From an optimization exercise on the open Yosys and OpenROAD flow, aimed at small area, a short achievable clock period and few clock cycles per item; shortcuts taken in it are not production practice. In this exercise RTL edits were held to simulation tests only and were not proved equivalent to the original.

--- flow/run.sh ---
#!/bin/bash
# synth_recipe.tcl (not shown) runs the flow's synth.tcl, then flattens the netlist and writes it again
# the make line also repeats each setting of config.mk as NAME=value (left out here)
make -C /OpenROAD-flow-scripts/flow DESIGN_CONFIG=/design/flow/config.mk WORK_HOME=/design/flow/orfs CLKGATE_MAP_FILE= SYNTH_SCRIPT=/design/flow/synth_recipe.tcl finish
--- flow/config.mk ---
export PLATFORM = sky130hd
export DESIGN_NAME = CONV
export DESIGN_NICKNAME = CONV
export VERILOG_FILES = /design/flow/design.v
export SDC_FILE = /design/flow/constraint.sdc
export NUM_CORES = 4
export LEC_CHECK = 0
export CAP_MARGIN = 20
export CORE_MARGIN = 2
export CORE_UTILIZATION = 40
export SLEW_MARGIN = 20
--- flow/constraint.sdc ---
create_clock -name core_clock -period 22.0 [get_ports {clk}]
set_input_delay 4.4000 -clock core_clock [delete_from_list [all_inputs] [get_ports {clk}]]
set_output_delay 4.4000 -clock core_clock [all_outputs]
set_load 0.01 [all_outputs]
--- flow/design.v ---
module CONV_L0(
		input	signed	[19:0]	data_in0, 
		input	signed	[19:0]	data_in1, 
		input	signed	[19:0]	data_in2, 
		input	signed	[19:0]	data_in3, 
		input	signed	[19:0]	data_in4, 
		input	signed	[19:0]	data_in5, 
		input	signed	[19:0]	data_in6, 
		input	signed	[19:0]	data_in7, 
		input	signed	[19:0]	data_in8, 
		input					num_of_kernel, 
		output	wire	[19:0]	data_out 
		);
	parameter	signed	[19:0]	Kernel0_0=20'h0A89E;
	parameter	signed	[19:0]	Kernel0_1=20'h092D5;
	parameter	signed	[19:0]	Kernel0_2=20'h06D43;
	parameter	signed	[19:0]	Kernel0_3=20'h01004;
	parameter	signed	[19:0]	Kernel0_4=20'hF8F71;
	parameter	signed	[19:0]	Kernel0_5=20'hF6E54;
	parameter	signed	[19:0]	Kernel0_6=20'hFA6D7;
	parameter	signed	[19:0]	Kernel0_7=20'hFC834;
	parameter	signed	[19:0]	Kernel0_8=20'hFAC19;
	parameter	signed	[19:0]	Kernel1_0=20'hFDB55;
	parameter	signed	[19:0]	Kernel1_1=20'h02992;
	parameter	signed	[19:0]	Kernel1_2=20'hFC994;
	parameter	signed	[19:0]	Kernel1_3=20'h050FD;
	parameter	signed	[19:0]	Kernel1_4=20'h02F20;
	parameter	signed	[19:0]	Kernel1_5=20'h0202D;
	parameter	signed	[19:0]	Kernel1_6=20'h03BD7;
	parameter	signed	[19:0]	Kernel1_7=20'hFD369;
	parameter	signed	[19:0]	Kernel1_8=20'h05E68;
	parameter	signed	[19:0]	Kernel0_bias=20'h01310;
	parameter	signed	[19:0]	Kernel1_bias=20'hF7295;
	wire	signed	[39:0]	MUL_0;
	wire	signed	[39:0]	MUL_1;
	wire	signed	[39:0]	MUL_2;
	wire	signed	[39:0]	MUL_3;
	wire	signed	[39:0]	MUL_4;
	wire	signed	[39:0]	MUL_5;
	wire	signed	[39:0]	MUL_6;
	wire	signed	[39:0]	MUL_7;
	wire	signed	[39:0]	MUL_8;
	wire	signed	[19:0]	Bias;
	wire	signed	[40:0]	SUM;
	assign	MUL_0=data_in0*((num_of_kernel)?Kernel1_0:Kernel0_0);
	assign	MUL_1=data_in1*((num_of_kernel)?Kernel1_1:Kernel0_1);
	assign	MUL_2=data_in2*((num_of_kernel)?Kernel1_2:Kernel0_2);
	assign	MUL_3=data_in3*((num_of_kernel)?Kernel1_3:Kernel0_3);
	assign	MUL_4=data_in4*((num_of_kernel)?Kernel1_4:Kernel0_4);
	assign	MUL_5=data_in5*((num_of_kernel)?Kernel1_5:Kernel0_5);
	assign	MUL_6=data_in6*((num_of_kernel)?Kernel1_6:Kernel0_6);
	assign	MUL_7=data_in7*((num_of_kernel)?Kernel1_7:Kernel0_7);
	assign	MUL_8=data_in8*((num_of_kernel)?Kernel1_8:Kernel0_8);
	assign	Bias=(num_of_kernel)?Kernel1_bias:Kernel0_bias;
	assign	SUM=(((MUL_0+MUL_1)+(MUL_2+MUL_3))+((MUL_4+MUL_5)+
		(MUL_6+MUL_7)))+(MUL_8+{4'd0,Bias,16'd0});
	assign	data_out=(SUM[15])?(SUM[35:16]+20'd1):SUM[35:16];
endmodule
module MEM_L0(
		input					rst, 
		input					clk, 
		input			[19:0]	data_in, 
		input			[8:0]	mux4mem, 
		input			[8:0]	en4mem, 
		output	reg		[19:0]	data_out0, 
		output	reg		[19:0]	data_out1, 
		output	reg		[19:0]	data_out2, 
		output	reg		[19:0]	data_out3, 
		output	reg		[19:0]	data_out4, 
		output	reg		[19:0]	data_out5, 
		output	reg		[19:0]	data_out6, 
		output	reg		[19:0]	data_out7, 
		output	reg		[19:0]	data_out8 
		);
	always@(posedge clk or posedge rst)begin
		if(rst)begin
			data_out0<=20'd0;
		end else if(en4mem[0])begin
			data_out0<=(mux4mem[0])?20'd0:data_in;
		end
	end
	always@(posedge clk or posedge rst)begin
		if(rst)begin
			data_out1<=20'd0;
		end else if(en4mem[1])begin
			data_out1<=(mux4mem[1])?20'd0:data_in;
		end
	end
	always@(posedge clk or posedge rst)begin
		if(rst)begin
			data_out2<=20'd0;
		end else if(en4mem[2])begin
			data_out2<=(mux4mem[2])?20'd0:data_in;
		end
	end
	always@(posedge clk or posedge rst)begin
		if(rst)begin
			data_out3<=20'd0;
		end else if(en4mem[3])begin
			data_out3<=(mux4mem[3])?20'd0:data_in;
		end
	end
	always@(posedge clk or posedge rst)begin
		if(rst)begin
			data_out4<=20'd0;
		end else if(en4mem[4])begin
			data_out4<=(mux4mem[4])?20'd0:data_in;
		end
	end
	always@(posedge clk or posedge rst)begin
		if(rst)begin
			data_out5<=20'd0;
		end else if(en4mem[5])begin
			data_out5<=(mux4mem[5])?20'd0:data_in;
		end
	end
	always@(posedge clk or posedge rst)begin
		if(rst)begin
			data_out6<=20'd0;
		end else if(en4mem[6])begin
			data_out6<=(mux4mem[6])?20'd0:data_in;
		end
	end
	always@(posedge clk or posedge rst)begin
		if(rst)begin
			data_out7<=20'd0;
		end else if(en4mem[7])begin
			data_out7<=(mux4mem[7])?20'd0:data_in;
		end
	end
	always@(posedge clk or posedge rst)begin
		if(rst)begin
			data_out8<=20'd0;
		end else if(en4mem[8])begin
			data_out8<=(mux4mem[8])?20'd0:data_in;
		end
	end
endmodule
module ReLU(
		input				signed	[19:0]	data_in, 
		output		wire	signed	[19:0]	data_out 
		);
	assign data_out=(data_in>0)?data_in:20'd0;
endmodule
module Layer0(
		input					rst, 
		input					clk, 
		input			[19:0]	data_in, 
		input			[8:0]	mux4mem, 
		input			[8:0]	en4mem, 
		input					num_of_kernel, 
		output	wire	[19:0]	data_out 
		);
	wire	[19:0]	data0;
	wire	[19:0]	data1;
	wire	[19:0]	data2;
	wire	[19:0]	data3;
	wire	[19:0]	data4;
	wire	[19:0]	data5;
	wire	[19:0]	data6;
	wire	[19:0]	data7;
	wire	[19:0]	data8;
	wire	[19:0]	out_of_conv;
	MEM_L0 mem4l0(
		.rst(rst), 
		.clk(clk), 
		.data_in(data_in), 
		.mux4mem(mux4mem), 
		.en4mem(en4mem), 
		.data_out0(data0), 
		.data_out1(data1), 
		.data_out2(data2), 
		.data_out3(data3), 
		.data_out4(data4), 
		.data_out5(data5), 
		.data_out6(data6), 
		.data_out7(data7), 
		.data_out8(data8) 
		);
	CONV_L0 Convl0(
		.data_in0(data0), 
		.data_in1(data1), 
		.data_in2(data2), 
		.data_in3(data3), 
		.data_in4(data4), 
		.data_in5(data5), 
		.data_in6(data6), 
		.data_in7(data7), 
		.data_in8(data8), 
		.num_of_kernel(num_of_kernel), 
		.data_out(out_of_conv) 
		);
	ReLU relu(
		.data_in(out_of_conv), 
		.data_out(data_out) 
		);
endmodule
module Layer1(
	input				rst, 
	input				clk, 
	input	[19:0]		data_in, 
	input	[3:0]		en4mem, 
	output	[19:0]		data_out 
		);
	reg		[19:0]	MEM	[0:3];
	integer			i;
	wire	[19:0]	MAX;
	wire	[19:0]	S0_MAX;
	wire	[19:0]	S1_MAX;
	always@(posedge clk or posedge rst)begin
		if(rst)begin
			for(i=0;i<4;i=i+1)begin
				MEM[i]<=20'd0;
			end
		end else begin
			for(i=0;i<4;i=i+1)begin
				if(en4mem[i])begin
					MEM[i]<=data_in;
				end
			end
		end
	end
	assign S0_MAX=(MEM[0]>MEM[1])?MEM[0]:MEM[1];
	assign S1_MAX=(MEM[2]>MEM[3])?MEM[2]:MEM[3];
	assign MAX=(S0_MAX>S1_MAX)?S0_MAX:S1_MAX;
	assign data_out=MAX;
endmodule
module Layer2(
		input				rst, 
		input				clk, 
		input		[19:0]	data_in, 
		output	reg	[19:0]	data_out 
		);
	always@(posedge clk or posedge rst)begin
		if(rst)begin
			data_out<=20'd0;
		end else begin
			data_out<=data_in;
		end
	end
endmodule
module DATA_MUX(
	input		[19:0]	data_in0, 
	input		[19:0]	data_in1, 
	input		[19:0]	data_in2, 
	input		[1:0]	sel, 
	output	reg	[19:0]	data_out 
	);
	always@(*)begin
		case(sel)
			2'd0:		data_out=data_in0;
			2'd1:		data_out=data_in1;
			2'd2:		data_out=data_in2;
			default:	data_out=20'd0;
		endcase
	end
endmodule
module CTL(
	input			rst, 
	input			clk, 
	input			ready, 
	output			busy, 
	output	[11:0]	iaddr, 
	output			crd, 
	output	[11:0]	caddr_rd, 
	output			cwr, 
	output	[11:0]	caddr_wr, 
	output	[2:0]	csel, 
	output	[8:0]	L0_mux4mem, 
	output	[8:0]	L0_en4mem, 
	output			L0_num_of_kernel, 
	output	[3:0]	L1_en4mem, 
	output	[1:0]	sel4mux_of_output 
	);
	localparam	S_IDLE	=2'd0;
	localparam	S_L0	=2'd1;
	localparam	S_L1	=2'd2;
	localparam	S_L2	=2'd3;
	reg		[1:0]	state;
	reg		[11:0]	cnt;	 
	reg		[3:0]	step;
	reg				busy_r;
	wire	[1:0]	k_row;
	wire	[1:0]	k_col;
	wire	[6:0]	row;
	wire	[6:0]	col;
	wire			pad;
	always@(posedge clk or posedge rst)begin
		if(rst)begin
			state<=S_IDLE;
			cnt<=12'd0;
			step<=4'd0;
			busy_r<=1'b0;
		end else begin
			case(state)
				S_IDLE:begin
					cnt<=12'd0;
					step<=4'd0;
					if(ready)begin
						state<=S_L0;
						busy_r<=1'b1;
					end
				end
				S_L0:begin
					if(step==4'd10)begin
						step<=4'd0;
						cnt<=cnt+12'd1;
						if(cnt==12'd4095)begin
							state<=S_L1;
						end
					end else begin
						step<=step+4'd1;
					end
				end
				S_L1:begin
					if(step==4'd4)begin
						step<=4'd0;
						if(cnt==12'd2047)begin
							cnt<=12'd0;
							state<=S_L2;
						end else begin
							cnt<=cnt+12'd1;
						end
					end else begin
						step<=step+4'd1;
					end
				end
				S_L2:begin
					if(step==4'd1)begin
						step<=4'd0;
						if(cnt==12'd2047)begin
							cnt<=12'd0;
							state<=S_IDLE;
							busy_r<=1'b0;
						end else begin
							cnt<=cnt+12'd1;
						end
					end else begin
						step<=step+4'd1;
					end
				end
			endcase
		end
	end
	assign	k_row=(step<4'd3)?2'd0:(step<4'd6)?2'd1:2'd2;
	assign	k_col=step[1:0]-((step<4'd3)?2'd0:(step<4'd6)?2'd3:2'd2);
	assign	row={1'b0,cnt[11:6]}+{5'd0,k_row}-7'd1;
	assign	col={1'b0,cnt[5:0]}+{5'd0,k_col}-7'd1;
	assign	pad=row[6]|col[6];
	assign	busy=busy_r;
	assign	iaddr=(state==S_L0)?{row[5:0],col[5:0]}:12'd0;
	assign	L0_en4mem=(state==S_L0&&step<4'd9)?(9'd1<<step):9'd0;
	assign	L0_mux4mem={9{pad}};
	assign	L0_num_of_kernel=(step==4'd10);
	assign	crd=(state==S_L1&&step<4'd4)||(state==S_L2&&step==4'd0);
	assign	caddr_rd=(state==S_L1)?{cnt[9:5],step[1],cnt[4:0],step[0]}:
					(state==S_L2)?{2'd0,cnt[10:1]}:12'd0;
	assign	L1_en4mem=(state==S_L1&&step<4'd4)?(4'd1<<step[1:0]):4'd0;
	assign	cwr=(state==S_L0&&step>=4'd9)||(state==S_L1&&step==4'd4)||(state==S_L2&&step==4'd1);
	assign	caddr_wr=(state==S_L0)?cnt:
					(state==S_L1)?{2'd0,cnt[9:0]}:
					(state==S_L2)?{1'b0,cnt[10:0]}:12'd0;
	assign	csel=(state==S_L0)?((step==4'd10)?3'b010:3'b001):
				(state==S_L1)?((step==4'd4)?(cnt[10]?3'b100:3'b011):(cnt[10]?3'b010:3'b001)):
				(state==S_L2)?((step==4'd1)?3'b101:(cnt[0]?3'b100:3'b011)):3'b000;
	assign	sel4mux_of_output=(state==S_L1)?2'd1:(state==S_L2)?2'd2:2'd0;
endmodule
`timescale 1ns/10ps
module  CONV(
	input						clk,
	input						reset,
	input						ready,
	output		wire			busy,
	output		wire	[11:0]	iaddr,
	input				[19:0]	idata,
	output		wire			crd,
	input				[19:0]	cdata_rd,
	output		wire	[11:0]	caddr_rd,
	output		wire			cwr,
	output		wire	[19:0]	cdata_wr,
	output		wire	[11:0]	caddr_wr,
	output		wire	[2:0]	csel
	);
	wire	[8:0]	L0_mux4mem;
	wire	[8:0]	L0_en4mem;
	wire			L0_num_of_kernel;
	wire	[19:0]	L0_data_out;
	wire	[3:0]	L1_en4mem;
	wire	[19:0]	L1_data_out;
	wire	[19:0]	L2_data_out;
	wire	[1:0]	sel4mux_of_output;
	Layer0 layer0(
		.rst				(reset), 
		.clk				(clk), 
		.data_in			(idata), 
		.mux4mem			(L0_mux4mem), 
		.en4mem				(L0_en4mem), 
		.num_of_kernel		(L0_num_of_kernel), 
		.data_out			(L0_data_out) 
		);
	Layer1 layer1(
		.rst				(reset), 
		.clk				(clk), 
		.data_in			(cdata_rd), 
		.en4mem				(L1_en4mem), 
		.data_out			(L1_data_out) 
		);
	Layer2 layer2(
		.rst				(reset), 
		.clk				(clk), 
		.data_in			(cdata_rd), 
		.data_out			(L2_data_out) 
		);
	DATA_MUX data_mux(
		.data_in0			(L0_data_out), 
		.data_in1			(L1_data_out), 
		.data_in2			(L2_data_out), 
		.sel				(sel4mux_of_output), 
		.data_out			(cdata_wr) 
		);
	CTL ctl(
		.rst				(reset), 
		.clk				(clk), 
		.ready				(ready), 
		.busy				(busy), 
		.iaddr				(iaddr), 
		.crd				(crd), 
		.caddr_rd			(caddr_rd), 
		.cwr				(cwr), 
		.caddr_wr			(caddr_wr), 
		.csel				(csel), 
		.L0_mux4mem			(L0_mux4mem), 
		.L0_en4mem			(L0_en4mem), 
		.L0_num_of_kernel	(L0_num_of_kernel), 
		.L1_en4mem			(L1_en4mem), 
		.sel4mux_of_output	(sel4mux_of_output) 
		);
endmodule
==> flow_summary.ini <==
[sta]
fin_crit_sh = 0.9733
hold_violations = 0
slew_violations = 0
tightest_slew_ps = 1203
relSlewSlack = 0.1959
fin_skew_ps = 61.47
fmax_mhz = 46.70
finalSetupViolCount = 0
period_needed_ps = 21410

[place]
port_buffers = 104
gp_congestion = 0.9881
dpl.hpwl_mm = 281.7

[floorplanning]
coreArea_um2 = 246400
die_area_um2 = 252200
die_x_um = 502.2
ios = 105
initial_utilization = 0.4029
die_h_um = 502.2
rows = 182

[layout]
drive_gt1_frac = 0.03607
finish.utilization = 0.4332
final_nets = 13510
area_delta_synth_final_pct = 7.516

[cts]
path_clk_slew_ps = 60
cts_num_sinks = 299
postCtsHoldBufs = 0
clk_latency_ps = 690
cts_inserted_buffers = 44
htreeDepth = 2
cts_root_buffer = clkbuf_16
clockBufferDepth = 3
tritoncts = yes

[drt]
drtAntennaViolNets = 0
firstDrtPassIters = 5
via_per_inst = 4.925
drc = 0
routed_wl_mm = 311.8
drt_iter0_drc = 4275
vias = 63860
wire_per_inst_um = 24.05

[worst_setup_path]
end_kind = primary output
critPathKind = reg2out
arrival_ps = 17010
path_max_fanout = 6
critPathLaunchType = register
crit_slowest_cell = fa_2
critical_path.max_stage_delay_ps = 590
r2r_start = ctl.step[1]
cp_data_required_time_ps = 17600
cp_common_cell = fa_1
cp-startpoint = ctl.step[0]
r2r_slack_ps = 17100

[logic_synthesis]
syn_area_um2 = 99270
synth_edf_count = 0
synth_cell_types = 76
ys_warn_count = 6
synth-seq-cells = 299
syn_inst = 9459
synth-async-reset-ratio = 1.000
yosysSeqAreaShare = 0.07537
synthFlopType = dfrtp_1
syn_area_per_cell_um2 = 10.50

[min_path]
hold_start = layer0.mem4l0.data_out7[9]
worstHoldPathType = reg2reg

[grt]
gr-total-overflow = 0
grt_pass1_wl_mm = 471.3
grt_pass1_vias = 73390
grt_usage = 0.2573
grt_antenna_before_repair = 15
grt_max_degree = 109

[run_status]
status = no timing/DRC/antenna violations

[run]
drv_cap = 0
flip-flops by register name, indices dropped and copies added, names as in the netlist, 20 cells and up:
| register | flops |
|---|---|
| layer0.mem4l0.data_out6 | 20 |
| layer0.mem4l0.data_out0 | 20 |
| layer0.mem4l0.data_out8 | 20 |
| layer0.mem4l0.data_out5 | 20 |
| layer0.mem4l0.data_out1 | 20 |
| layer1.MEM | 80 |
| layer0.mem4l0.data_out7 | 20 |
| layer0.mem4l0.data_out3 | 20 |
| layer2.data_out | 20 |
| layer0.mem4l0.data_out2 | 20 |
| layer0.mem4l0.data_out4 | 20 |
cells in the final DEF, fill, tap and decap left out, drive strengths merged, types with 10 or more instances in the layout:
master,n
nand3,34
o32ai,19
inv,2975
dlymetal6s2s,14
conb,152
a211oi,10
o21ai,333
a21o,47
mux2i,63
nor2,172
o211ai,10
nand2b,47
or2,53
nor2b,18
nand2,635
nand4,14
mux2,43
fa,2606
nor3,26
dfrtp,299
xnor2,178
o21a,14
clkbuf,56
buf,107
a21oi,100
nor4,12
a22oi,20
and2,92
ha,1248
xor2,48
clkinv,13
clkdlybuf4s50,85
cells in the mapped netlist (21+ instances only):
| library cell | n | area share |
|---|---|---|
| fa_1 | 2606 | 0.53 |
| or2_2 | 51 | 0.0032 |
| mux2i_1 | 63 | 0.0064 |
| dfrtp_1 | 299 | 0.075 |
| nor3_1 | 25 | 0.0013 |
| inv_1 | 2969 | 0.11 |
| a21oi_1 | 99 | 0.0050 |
| xnor2_1 | 177 | 0.016 |
| a21o_1 | 47 | 0.0036 |
| o21ai_0 | 330 | 0.017 |
| nand3_1 | 33 | 0.0017 |
| nand2_1 | 635 | 0.024 |
| mux2_2 | 43 | 0.0049 |
| and2_1 | 92 | 0.0058 |
| nand2b_1 | 47 | 0.0030 |
| xor2_1 | 48 | 0.0042 |
| nor2_1 | 172 | 0.0065 |
| buf_1 | 21 | 0.00079 |
| clkbuf_1 | 232 | 0.0088 |
| ha_1 | 1248 | 0.16 |
final cells by class:
| class | count | area, um2 |
|---|---|---|
| diodes | 6 | 15.01 |
| clock buffers | 51 | 1157 |
| clock inverters | 31 | 416.7 |
| fillers | 23670 | 139700 |
| inverters | 2971 | 11170 |
| multi-input cells | 6086 | 80430 |
| flip-flops and latches | 299 | 7486 |
| well taps | 3312 | 4144 |
| repair buffers | 211 | 1913 |
layer usage:
| metal | share of wire | track usage |
|---|---|---|
| met1 | 0.40 | 0.3308 |
| met2 | 0.49 | 0.4344 |
| met3 | 0.060 | 0.03558 |
| met4 | 0.054 | 0.1103 |
| met5 | 0 | 0 |
worst max-delay path: cells and delay by family (launching register included):
kind / cells / cell delay (ps)
AO/OA/AOI/OAI: 11 / 2280
XOR/XNOR: 3 / 760
adder cells (fa/ha/maj): 21 / 9410
AND/OR/NAND/NOR: 8 / 1590
buffers and inverters: 19 / 1850
flip-flops: 1 / 420
per-stage QoR:
step | hold WS (ps) | setup TNS, ps | cells | worst slack (ps) | instance area [um2]
6_report | 480.5 | 0 | 12970 | 588.2 | 106700
5_1_grt | 511.6 | -944.9 | 12960 | -116.1 | 106700
4_1_cts | 486.8 | 0 | 12940 | 22.55 | 106500
3_5_place_dp | 473.5 | 0 | 12860 | 620.0 | 104800
3_3_place_gp | 470.6 | 0 | 12860 | 739.7 | 104800
2_1_floorplan | 449.8 | 0 | 9609 | 1570 | 99840
repair_timing:
action | in CTS | in global routing
endpoints found under the setup margin | 19 | 19
gates cloned | 1 | 1
setup buffers | 5 | 16
resized for setup | 5 | 46
pin swaps | 1 | 9
kinds of logic (layout without fill, tap and decap cells):
| family | Yosys count | count (layout) | share of synthesized area |
|---|---|---|---|
| and+or+nand+nor | 1142 | 1142 | 0.05180 |
| adders and majority gates | 3854 | 3854 | 0.6828 |
| other | 2 | 158 | 0.00007565 |
| buffers and inverters | 3225 | 3264 | 0.1220 |
| muxes | 106 | 106 | 0.01123 |
| DFF | 299 | 299 | 0.07537 |
| xor gates and xnor gates | 227 | 228 | 0.02025 |
| AOI/OAI and AO/OA | 604 | 604 | 0.03644 |
final timing paths:
check | to | cells past startpoint
worst max-delay path | cdata_wr[14] | 62
min in group asynchronous | layer1.MEM[0][0] | 2
max in group asynchronous | layer0.mem4l0.data_out3[9] | 4
worst max register to register | layer0.mem4l0.data_out2[17] | 19
worst min-delay path | layer0.mem4l0.data_out7[9] | 2
worst min register to register | layer0.mem4l0.data_out7[9] | 2
Testbench counts, summed over its fixed seeds: cycles 712,716, images 12.

what the ideal ports hide:
How much do the figures lean on ideal ports? The routed layout below was timed once more, with nothing changed but the port constraints.
Step 1 (the two cells are an assumption about what drives the block):
set clk [get_ports {clk}]
set_driving_cell -lib_cell sky130_fd_sc_hd__clkbuf_16 $clk
set_driving_cell -lib_cell sky130_fd_sc_hd__buf_2 [delete_from_list [all_inputs] $clk]
Step 2 moves the port delays by t, midway between the first and last clock arrival at a register: inputs arrive t later, outputs are due t later. That takes back most of the time a late clock gives input paths.
Slacks: no drivers / after step 1 / after step 2; pairs: no drivers / after step 1.
t (ns): 0.758
setup WS [ns]: 0.588 / 0.500 / 1.258
clock arrival spread, ns: 0.076 / 0.076
worst data-port slew with drivers (ns): 0.12
cell pins on the clock port's net: 1
After both steps setup and hold are still met in this run. For this run, drivers alone change the setup slack by -0.088 ns; drivers and shift together by +0.670 ns.
